From an optimization exercise on the open Yosys and OpenROAD flow, aimed at small area, a short achievable clock period and few clock cycles; shortcuts taken in it are not production practice. RTL that was checked went through simulation tests only; none was proved equivalent to the original. No activity file was given, so power comes from the tool's default toggle rates.

Design JAM, start of the top module:
module JAM (CLK, RST, W, J, Cost, MatchCount, MinCost, Valid);
make LEC_CHECK=0 ABC_AREA=1 CAP_MARGIN=20 CORE_MARGIN=2 CORE_UTILIZATION=40 SETUP_SLACK_MARGIN=2.5 SLEW_MARGIN=20 finish   # period 5.0 ns
run.sh (not shown) runs the stock make flow with config.mk's settings and CLKGATE_MAP_FILE= SYNTH_SCRIPT=/design/flow/synth_recipe.tcl, a recipe that flattens the netlist after the stock synthesis.
Testbench counts at the start, summed over its fixed seeds: cycles 4,446.
Next try:
SETUP_SLACK_MARGIN = 2.3   (was 2.5)
Effect: The new run finished with timing, DRC and antenna clean; via count decreases by 0.89%; non-clock buffer count decreases by 10; global-route usage decreases by 0.40 points; wire length decreases by 1.1%; final area decreases by 1.4%.
Next try:
CORE_UTILIZATION = 50   (was 40)
SETUP_SLACK_MARGIN = 2.4   (was 2.3)
The new run ran to the end with no violations.
Worst setup slack is better by 83 ps.
Routed wire length went up by a few percent.
Total power went up by a few percent.
Design area went up slightly.
Via count went up by a few percent.
Next try:
CORE_UTILIZATION = 40   (was 50)
Power is higher by 0.84%.
Hold slack improves by 4.6 ps.
Synthesized area is unchanged.

========
v32:
JAM, a different RTL version from the one above (not shown whole).
Size in the first run: roughly 390 flip-flops, about 30,000 um^2 of cells after synthesis.
make LEC_CHECK=0 CAP_MARGIN=20 CORE_MARGIN=2 CORE_UTILIZATION=40 SLEW_MARGIN=20 finish   # period 5.0 ns
v32 finished all stages; the layout is clean.
#### Input delta (v12 over v32)
Settings: SETUP_SLACK_MARGIN newly set to 2.5; ABC_CLOCK_PERIOD_IN_PS newly set to 2500.
Notes after the runs:
Having completed the whole flow, v12 delivered a layout that passed the timing, design-rule and antenna checks.
Across both runs, largest stage delay on the critical path was higher for v12 than for v32.
Wire length, v12 vs v32: up by more than 10%
Looking only at fraction of met3 tracks used by global routing, and setting everything else aside, the higher value of v32 and v12 goes to v12.
Taking v32 as the reference, in v12 required time at the worst-slack endpoint has decreased; first-pass GRT wire length increased by about 7% relative to the old numbers; area taken by flip-flops and latches shows an increase of 0.52%; non-filler instance count after layout up 234.
Function was not checked in any run of this note: the RTL went through the layout flow alone.

========
Another version of the RTL of JAM (not shown whole).
For scale: roughly 3,100 cells after synthesis, ~30 I/O pins, ~30,000 um2 of cells after synthesis.
export LEC_CHECK = 0
export ABC_CLOCK_PERIOD_IN_PS = 2500
export CAP_MARGIN = 20
export CORE_MARGIN = 2
export CORE_UTILIZATION = 50
export SETUP_SLACK_MARGIN = 2.5
export SLEW_MARGIN = 20
create_clock -name core_clock -period 5.0 [get_ports {CLK}]
Testbench counts at the start, summed over its fixed seeds: cycles 4,045.
Next try:
ABC_CLOCK_PERIOD_IN_PS = unset   (was 2500)
CORE_UTILIZATION = 40   (was 50)
SETUP_SLACK_MARGIN = unset   (was 2.5)
Outcome: Setup slack is worse by 340 ps; wire length fell by roughly a tenth; area after synthesis is unchanged; critical path depth shrinks by 5; via count decreases by a little under a tenth.
Next try:
CORE_UTILIZATION = 50   (was 40)
SETUP_SLACK_MARGIN = 2.0   (was unset)
Effect: Final cell count goes down by 0.78%; sequential share of layout area went down by 2.8 points; non-clock buffer count rose by 147; setup slack improved by 380 ps; register-to-register slack gets better by 380 ps.

========
Setup of the reference run:
Another version of the RTL of JAM (not shown whole).
Size in the first run: ~4100 cells after synthesis, ~420 flip-flops, roughly 29000 um^2 of cells after synthesis.
Settings: LEC_CHECK=0, ABC_AREA=1, CAP_MARGIN=20, CORE_MARGIN=2, CORE_UTILIZATION=40, SETUP_SLACK_MARGIN=2.6, SLEW_MARGIN=20; clock period 5.0 ns.
Testbench counts of the reference run, summed over its fixed seeds: cycles 4,320.
The inputs of the trial run differ from those of the reference run as listed below.
- swapping 2.6 for 2.4 in SETUP_SLACK_MARGIN
- swapping 40 for 45 in CORE_UTILIZATION
Findings:
Relative to the reference run, clock latency reported for the late side of the worst-skew pair has decreased by 0.02 ns in the trial run.
Any difference in instance count of the mapped netlist between the reference run and the trial run is small enough to ignore.
Final cell area: the trial run below the reference run

--- another note on this design; it stands on its own ---

## JAM
module JAM (CLK, RST, W, J, Cost, MatchCount, MinCost, Valid);
input CLK;
input RST;
output reg [2:0] W;
output reg [2:0] J;
input [6:0] Cost;
output reg [3:0] MatchCount;
output reg [9:0] MinCost;
output reg Valid;
localparam ST_SCAN = 3'd0, ST_WAIT = 3'd1, ST_LAST = 3'd2,
           ST_READ = 3'd4, ST_DFSA = 3'd5, ST_DFSB = 3'd6, ST_DONE = 3'd7;
reg [2:0] st;
reg [2:0] row;           
reg [6:0] u  [0:7];      
reg [6:0] nv [0:7];      
reg [8:0] minv [0:7];    
reg [2:0] way [0:7];     
reg [7:0] vw;            
reg [2:0] p [0:7];       
reg [7:0] matched;
reg [7:0] used;          
reg [7:0] rowin;         
reg [7:0] todo;          
reg [6:0] uW;            
reg [2:0] j0;            
reg [8:0] delta;         
reg [6:0] D;             
reg [6:0] inc;           
reg [2:0] j1;
reg first;               
reg ph;                  
reg upd;                 
reg aug;                 
reg [2:0] ja;
reg [2:0] arow;
reg [7:0] abv;           
reg [7:0] candr;         
reg one;                 
reg s1v, s1l, s1r;
reg [6:0] s1c;
reg [6:0] s1p;
reg [2:0] s1j, s1w;
reg s2v, s2l;
reg [8:0] s2c, s2m;
reg [2:0] s2j, s2w;
reg s2r;
reg pend;                
reg [1:0] pcr;
reg s3l;
integer k;
function [3:0] lowest;
    input [7:0] m;
    integer i;
    begin
        lowest = 4'b1000;
        for (i = 7; i >= 0; i = i - 1)
            if (m[i]) lowest = i;
    end
endfunction
function single;
    input [7:0] m;
    reg a, b, ma, mb;
    begin
        a = |m[3:0];
        b = |m[7:4];
        ma = (m[0] & m[1]) | (m[2] & m[3]) | ((m[0] | m[1]) & (m[2] | m[3]));
        mb = (m[4] & m[5]) | (m[6] & m[7]) | ((m[4] | m[5]) & (m[6] | m[7]));
        single = ~(ma | mb | (a & b));
    end
endfunction
wire [3:0] nx = lowest(todo);
wire [9:0] cur = {3'b0, s1c} + {3'b0, s1p} + {3'b0, D} - {3'b0, uW};
wire lt = s2c < s2m;
wire c1 = s2c < delta;
wire c2 = s2m < delta;
wire take = lt ? c1 : c2;
wire [8:0] mnew = lt ? s2c : s2m;
wire [7:0] used_j = used | (8'd1 << j1);
wire [3:0] fj = lowest(~used_j);
wire [2:0] pj = p[j1];
reg [7:0] avail [0:7];
reg [7:0] blk;
reg dead, allone;
reg [7:0] cand;
always @(*) begin
    blk = 8'd0;
    dead = 1'b0;
    allone = 1'b1;
    for (k = 0; k < 8; k = k + 1) begin
        avail[k] = minv[k][7:0] & ~used;
  ...
clock: 5.0 ns
lec_check: 0
cap_margin: 20
core_margin: 2
core_utilization: 40
setup_slack_margin: 2.6
slew_margin: 20
tns_end_percent: 100
run.sh (not shown) runs the stock make flow with config.mk's settings and CLKGATE_MAP_FILE= SYNTH_SCRIPT=/design/flow/synth_recipe.tcl, a recipe that flattens the netlist after the stock synthesis.
Testbench counts at the start, summed over its fixed seeds: cycles 4,446.
Then changed:
--- a/flow/config.mk
+++ b/flow/config.mk
@@ -10,4 +10,3 @@
 export CORE_UTILIZATION = 40
-export SETUP_SLACK_MARGIN = 2.6
+export SETUP_SLACK_MARGIN = 2.4
 export SLEW_MARGIN = 20
-export TNS_END_PERCENT = 100
After rerunning: Register-to-register slack barely changes. Final area fell by 7.6%. Total power fell by 1.3%.

-- port drivers added, routing unchanged --
In the flow no input, the clock included, has a driving cell. The finished layouts below were timed again as built, in two steps.
Step 1 (the two cells are an assumption about what drives the block):
set clk [get_ports {CLK}]
set_driving_cell -lib_cell sky130_fd_sc_hd__clkbuf_16 $clk
set_driving_cell -lib_cell sky130_fd_sc_hd__buf_2 [delete_from_list [all_inputs] $clk]
Step 2, shift: input delay + t, output delay - t, t = (earliest + latest rising clock arrival at the registers) / 2. This alone moves slack from input paths to output paths.
a / b / c = ideal / step 1 / step 2; a / b = the first two.
run | t (ns) | setup WS [ns] | clock arrival spread, ns
the first run of note 1 | 0.664 | 2.285 / 2.285 / 2.061 | 0.028 / 0.028
the second run of note 1 | 0.652 | 2.269 / 2.269 / 2.256 | 0.032 / 0.032
the third run of note 1 | 0.655 | 2.353 / 2.290 / 2.315 | 0.021 / 0.020
the fourth run of note 1 | 0.669 | 2.393 / 2.381 / 2.153 | 0.029 / 0.029
v32 | 0.671 | 0.106 / 0.106 / 0.106 | 0.062 / 0.061
v12 | 0.667 | 0.538 / 0.539 / 0.539 | 0.035 / 0.035
the first run of note 3 | 0.674 | 0.539 / 0.539 / 0.539 | 0.047 / 0.047
the second run of note 3 | 0.669 | 0.198 / 0.198 / 0.198 | 0.062 / 0.062
the third run of note 3 | 0.688 | 0.577 / 0.577 / 0.577 | 0.030 / 0.030
the reference run | 0.669 | 2.309 / 2.309 / 2.109 | 0.031 / 0.032
the trial run | 0.673 | 2.194 / 2.194 / 2.194 | 0.020 / 0.021
the first run of note 5 | 0.676 | 2.296 / 2.296 / 2.296 | 0.031 / 0.031
the second run of note 5 | 0.672 | 2.311 / 2.311 / 2.311 | 0.019 / 0.020
After both steps every run listed still meets setup and hold. The setup slack of the fourth run of note 1, which loses most, moves by -0.012 ns with the drivers and by -0.240 ns with both steps.
